Context: an optimization exercise on an open-source flow, tuned for small area. The choices shown serve that exercise and are no tape-out recipe. The RTL was checked by simulation tests, not by an equivalence proof against the original design. The flow treats the clock pin as an ideal source, which a real chip does not have. Power figures rest on the tool's default switching activity, not on a simulated workload.

// SDRAM_arbit
module SDRAM_arbit(
    input                   sysclk_100M         ,
    input                   rst_n               ,
    output                  CKE                 ,
    output                  cs_n                ,
    output  reg             ras_n               ,
    output  reg             cas_n               ,
    output  reg             we_n                ,
    output          [12:0]  addr                ,
    output          [ 1:0]  ba                  ,
    output          [ 1:0]  dqm                 ,
    output                  dq_oe               ,   
    input                   write_trig          ,   
    output  reg             write_data_vld      ,   
    input                   read_trig           ,
    output  reg             read_data_vld       ,   
    output  reg             write_end
);
localparam  RW      = 10                        ;    
localparam  [RW-1:0] ROW_LAST = 938 - 1;    
localparam  [6:0]    COL_LAST = (256 >> 2) - 1;  
localparam  [2:0]   A_INIT  = 3'b000 ,
                    A_ARB   = 3'b001 ,
                    A_REF   = 3'b010 ,
                    A_W0    = 3'b100 ,    
                    A_W1    = 3'b101 ,
                    A_R0    = 3'b110 ,    
                    A_R1    = 3'b111 ;
  ...
For scale: about 400 cells after synthesis, roughly 83 flip-flops, about 30 I/O pins.
Settings: LEC_CHECK=0, CAP_MARGIN=20, CORE_MARGIN=2, CORE_UTILIZATION=40, SLEW_MARGIN=20; clock period 10.0 ns.
standard.sh (not shown) runs the stock make flow with config.mk's settings and CLKGATE_MAP_FILE= SYNTH_SCRIPT=/design/flow/synth_recipe.tcl, a recipe that flattens the netlist after the stock synthesis.
==> flow/flow/run.sh <==
#!/bin/bash
cp standard.sh standard_sh_copy.log
export BUFFER_PORTS_ARGS="-buffer_cell sky130_fd_sc_hd__buf_1"
export CTS_ARGS="-sink_clustering_enable -repair_clock_nets -dont_use_dummy_load -buf_list sky130_fd_sc_hd__clkbuf_4 -root_buf sky130_fd_sc_hd__clkbuf_8 -tree_buf sky130_fd_sc_hd__clkbuf_4 -sink_clustering_buffer sky130_fd_sc_hd__clkbuf_4 -sink_clustering_size 10"
bash standard.sh > standard.log 2>&1
The first run finished clean.
Edit:
==> flow/flow/run.sh (replaced) <==
#!/bin/bash
cp standard.sh standard_sh_copy.log
export BUFFER_PORTS_ARGS="-buffer_cell sky130_fd_sc_hd__buf_1"
export CTS_ARGS="-sink_clustering_enable -repair_clock_nets -dont_use_dummy_load -buf_list sky130_fd_sc_hd__clkbuf_8 -root_buf sky130_fd_sc_hd__clkbuf_8"
export SKIP_REPAIR_TIE_FANOUT=1
# after clock tree synthesis, size cells down where timing allows
export POST_CTS_TCL="$(pwd)/flow/recover.tcl"
bash standard.sh > standard.log 2>&1
==> flow/flow/recover.tcl (new file) <==
# After clock tree synthesis: the design has several ns of setup slack, so
# size cells down where timing allows (power recovery), then re-legalize.
log_cmd estimate_parasitics -placement
log_cmd repair_timing -recover_power 100 -verbose
log_cmd detailed_placement
log_cmd check_placement -verbose
Count of clock-buffer cells in the layout is unchanged.
Maximum frequency drops slightly.
Setup slack gets worse by 0.061 ns.
Via count drops slightly.
Routed wire length climbs slightly.
Power drops slightly.
Non-clock buffer count climbs by 1.
Design area drops slightly.
Cell count drops slightly.

Setup of run A:
Starting RTL as in the previous note.
clock: 10.0 ns
lec_check: 0
cap_margin: 20
core_margin: 2
core_utilization: 40
slew_margin: 20
==> flow/flow/run.sh <==
#!/bin/bash
cp standard.sh standard_sh_copy.log
export BUFFER_PORTS_ARGS="-buffer_cell sky130_fd_sc_hd__buf_1"
export CTS_ARGS="-sink_clustering_enable -repair_clock_nets -dont_use_dummy_load -buf_list sky130_fd_sc_hd__clkbuf_4 -root_buf sky130_fd_sc_hd__clkbuf_8 -sink_clustering_size 10"
bash standard.sh > standard.log 2>&1
Both conditions hold for run A: the flow ran to the end and the final layout passed the timing, design-rule and antenna checks.
--- input diff run A..run B ---
==> flow/run.sh (new file) <==
#!/bin/bash
# synth_recipe.tcl (not shown) runs the flow's synth.tcl, then flattens the netlist and writes it again
# the make line also repeats each setting of config.mk as NAME=value (left out here)
make -C /OpenROAD-flow-scripts/flow DESIGN_CONFIG=/design/flow/config.mk WORK_HOME=/design/flow/orfs CLKGATE_MAP_FILE= SYNTH_SCRIPT=/design/flow/synth_recipe.tcl finish
removed: flow/flow/run.sh
removed: flow/standard.sh
Results
- Run A vs run B, launch point of the worst path: ast[0]$_SDFFE_PN0P_ vs ast[1]$_SDFFE_PN0P_
- Setup slack: run B more than run A
- Of run A and run B, run B shows the higher total non-filler cell area in the finished layout, with run A below it.
- Actual slew at the worst max-slew pin in run B vs run A: down 0.0087 ns
- Minimum hold slack essentially unchanged between run A and run B.
> inputs changed (run B -> run C)
==> flow/flow/run.sh (new file) <==
#!/bin/bash
# The standard layout (standard.sh: standard synthesis, floorplan, place,
# CTS, route, finish) with changes made only through ORFS's own variables:
#  - the port buffers use the smallest buffer cell (buf_1);
#  - clock tree synthesis builds the tree from clkbuf_8 without dummy loads;
#  - the two tie cells of synthesis (tie-high, tie-low) are kept instead of
#    one tie cell per constant pin;
#  - after clock tree synthesis, cells are sized down where timing allows
#    (flow/recover.tcl).
# All tool output goes to standard.log here and to ORFS's logs under orfs/.
cp standard.sh standard_sh_copy.log
export BUFFER_PORTS_ARGS="-buffer_cell sky130_fd_sc_hd__buf_1"
export CTS_ARGS="-sink_clustering_enable -repair_clock_nets -dont_use_dummy_load -buf_list sky130_fd_sc_hd__clkbuf_8 -root_buf sky130_fd_sc_hd__clkbuf_8"
export SKIP_REPAIR_TIE_FANOUT=1
export POST_CTS_TCL="$(pwd)/flow/recover.tcl"
bash standard.sh > standard.log 2>&1
==> flow/flow/recover.tcl (new file) <==
# After clock tree synthesis: the design has several ns of setup slack, so
# size cells down where timing allows (power recovery), then re-legalize.
log_cmd estimate_parasitics -placement
log_cmd repair_timing -recover_power 100 -verbose
log_cmd detailed_placement
log_cmd check_placement -verbose
==> flow/standard.sh (new file) <==
#!/bin/bash
# synth_recipe.tcl (not shown) runs the flow's synth.tcl, then flattens the netlist and writes it again
# the make line also repeats each setting of config.mk as NAME=value (left out here)
make -C /OpenROAD-flow-scripts/flow DESIGN_CONFIG=/design/flow/config.mk WORK_HOME=/design/flow/orfs CLKGATE_MAP_FILE= SYNTH_SCRIPT=/design/flow/synth_recipe.tcl "${@:-finish}"
removed: flow/run.sh
[summary]
- Summary — setup slack after placement, run C relative to run B: lower, by 0.032 ns.
- NOTE: synthesis-to-finish area growth in run C falls short of that of run B
- Run C ends up with lower fraction of cell area in non-clock buffers than run B does.
- Run B has a higher post-route cell area than run C.
### run C -> run D
-- flow/flow/run.sh --
<<< run C, line 16
>>> run D, line 16
export POST_FLOORPLAN_TCL="$(pwd)/flow/remap.tcl"
==> flow/flow/remap.tcl (new file) <==
# After floorplan: re-map the combinational logic for area with OpenROAD's
# restructure (ABC), keeping every register.
log_cmd estimate_parasitics -placement
set lib [lindex $::env(LIB_FILES) 0]
log_cmd restructure -target area -liberty_file $lib \
  -tiehi_port sky130_fd_sc_hd__conb_1/HI -tielo_port sky130_fd_sc_hd__conb_1/LO \
  -work_dir $::env(OBJECTS_DIR) -abc_logfile $::env(LOG_DIR)/2_restructure_abc.log
The final layouts of run C and run D pass the timing, design-rule and antenna checks. Run C vs run D, cell class ranked first by area: multi-input gates vs registers. Relative to run C, the count of fill cells added during filler insertion measured on run D has increased by a few percent. [run D vs run C] sequential share of cell area: higher in run D. Taking run C as the reference point, the worst setup slack of run D falls by 0.016 ns.

Setup of wip/onyx:
SDRAM_arbit again, from the RTL that the note above started with.
export LEC_CHECK = 0
export CAP_MARGIN = 20
export CORE_MARGIN = 2
export CORE_UTILIZATION = 40
export SLEW_MARGIN = 20
create_clock -name core_clock -period 10.0 [get_ports {sysclk_100M}]
==> flow/flow/run.sh <==
#!/bin/bash
cp standard.sh standard_sh_copy.log
export BUFFER_PORTS_ARGS="-buffer_cell sky130_fd_sc_hd__buf_1"
export CTS_ARGS="-sink_clustering_enable -repair_clock_nets -dont_use_dummy_load -buf_list sky130_fd_sc_hd__clkbuf_8 -root_buf sky130_fd_sc_hd__clkbuf_8"
export SKIP_REPAIR_TIE_FANOUT=1
bash standard.sh > standard.log 2>&1
### wip/onyx -> wip/fjord
==> flow/flow/run.sh <==
#!/bin/bash
cp standard.sh standard_sh_copy.log
export BUFFER_PORTS_ARGS="-buffer_cell sky130_fd_sc_hd__buf_1"
export CTS_ARGS="-sink_clustering_enable -repair_clock_nets -dont_use_dummy_load -buf_list sky130_fd_sc_hd__clkbuf_4 -root_buf sky130_fd_sc_hd__clkbuf_8 -tree_buf sky130_fd_sc_hd__clkbuf_4 -sink_clustering_buffer sky130_fd_sc_hd__clkbuf_4 -sink_clustering_size 6"
bash standard.sh > standard.log 2>&1
Findings:
Both conditions hold for wip/fjord: the flow ran to the end and the final layout passed the timing, design-rule and antenna checks.
wip/fjord ended up with met1 as its global routing's busiest layer; wip/onyx ended up with met2.
Post-place instance area (lower): wip/onyx
From wip/onyx to wip/fjord, number of antenna violations at the first check in global routing did not move at all.
Where cell area is concerned, wip/onyx is better than wip/fjord.
The post-layout worst setup margin of wip/fjord was superior to that of wip/onyx.
Input-level comparison between wip/harbor and wip/fjord:
==> flow/flow/run.sh <==
#!/bin/bash
cp standard.sh standard_sh_copy.log
export BUFFER_PORTS_ARGS="-buffer_cell sky130_fd_sc_hd__buf_1"
export CTS_ARGS="-sink_clustering_enable -repair_clock_nets -dont_use_dummy_load -buf_list sky130_fd_sc_hd__clkbuf_8 -root_buf sky130_fd_sc_hd__clkbuf_8"
bash standard.sh > standard.log 2>&1
As far as met1 usage in global routing goes, wip/harbor and wip/fjord are indistinguishable; the numbers are identical.
wip/harbor -> wip/fjord: met2 wire length delta 0, exact match
Global-route usage essentially unchanged between wip/fjord and wip/harbor.
wip/fjord -> wip/harbor: area occupied by registers delta 0, exact match
wip/harbor | stages: all done | timing, DRC, antenna: all pass
As far as critical path depth goes, wip/fjord and wip/harbor are indistinguishable; the numbers are identical.
wip/fjord and wip/harbor ended up with nearly the same fraction of power consumed by the clock network.
On initial antenna violation count, wip/fjord and wip/harbor are neck and neck.
On required time of the critical path, wip/fjord and wip/harbor are neck and neck.
As far as width of the die goes, wip/fjord and wip/harbor are indistinguishable; the numbers are identical.
Setup changes, wip/harbor to wip/lagoon
--- a/flow/flow/run.sh
+++ b/flow/flow/run.sh
@@ -1,0 +2,11 @@
+# The standard layout (standard.sh: standard synthesis, floorplan, place,
+# CTS, route, finish) with changes made only through ORFS's own variables:
+#  - after floorplan, OpenROAD's restructure re-maps the combinational logic
+#    for area (flow/remap.tcl); registers are not touched;
+#  - the port buffers use the smallest buffer cell (buf_1);
+#  - clock tree synthesis builds the tree from clkbuf_8 without dummy loads;
+#  - the two tie cells of synthesis (tie-high, tie-low) are kept instead of
+#    one tie cell per constant pin;
+#  - after clock tree synthesis, cells are sized down where timing allows
+#    (flow/recover.tcl).
+# All tool output goes to standard.log here and to ORFS's logs under orfs/.
@@ -4,0 +16,3 @@
+export SKIP_REPAIR_TIE_FANOUT=1
+export POST_FLOORPLAN_TCL="$(pwd)/flow/remap.tcl"
+export POST_CTS_TCL="$(pwd)/flow/recover.tcl"
==> flow/flow/recover.tcl (new file) <==
# After clock tree synthesis: the design has several ns of setup slack, so
# size cells down where timing allows (power recovery), then re-legalize.
log_cmd estimate_parasitics -placement
log_cmd repair_timing -recover_power 100 -verbose
log_cmd detailed_placement
log_cmd check_placement -verbose
==> flow/flow/remap.tcl (new file) <==
# After floorplan: re-map the combinational logic for area with OpenROAD's
# restructure (ABC), keeping every register.
log_cmd estimate_parasitics -placement
set lib [lindex $::env(LIB_FILES) 0]
log_cmd restructure -target area -liberty_file $lib \
  -tiehi_port sky130_fd_sc_hd__conb_1/HI -tielo_port sky130_fd_sc_hd__conb_1/LO \
  -work_dir $::env(OBJECTS_DIR) -abc_logfile $::env(LOG_DIR)/2_restructure_abc.log
- Looking at routed wire length across both flows, wip/lagoon is the weaker of the two, with wip/harbor ahead.
- Via count of the first global-routing pass in wip/lagoon is 2.1% higher than in wip/harbor
- Compared with wip/harbor, wip/lagoon shows global-route met2 utilization higher by 1.9 points.
- The share of total power in combinational logic number comes out higher for wip/harbor vs wip/lagoon.
- Max number of non-clock inverters across wip/harbor and wip/lagoon: wip/lagoon
- Lower post-route core utilization goes to wip/lagoon over wip/harbor.
- Across both runs, delay of the slowest cell on the worst path was lower for wip/lagoon than for wip/harbor.

==> port drivers added, routing unchanged <==
No port has a modelled driver above. Below, the same layouts with a new extraction and two added sets of constraints. Step 1, drivers: a clkbuf_16 drives sysclk_100M and a buf_2 each remaining input, both assumed. Step 2 moves the port delays by t, midway between the first and last clock arrival at a register: inputs arrive t later, outputs are due t later. That takes back most of the time a late clock gives input paths. a / b / c = ideal / step 1 / step 2; a / b = the first two.
| run | t (ns) | setup WS [ns] | worst setup path at the end |
|---|---|---|---|
| the first run of note 1 | 0.378 | 5.388 / 5.388 / 5.388 | register to register |
| the second run of note 1 | 0.379 | 5.327 / 5.327 / 5.327 | register to register |
| run A | 0.378 | 5.388 / 5.388 / 5.388 | register to register |
| run B | 0.391 | 5.404 / 5.404 / 5.404 | register to register |
| run C | 0.379 | 5.327 / 5.327 / 5.327 | register to register |
| run D | 0.378 | 5.311 / 5.311 / 5.311 | register to register |
| wip/onyx | 0.379 | 5.358 / 5.358 / 5.358 | register to register |
| wip/fjord | 0.378 | 5.388 / 5.388 / 5.388 | register to register |
| wip/harbor | 0.378 | 5.388 / 5.388 / 5.388 | register to register |
| wip/lagoon | 0.378 | 5.311 / 5.311 / 5.311 | register to register |
After both steps every run listed still meets setup and hold.
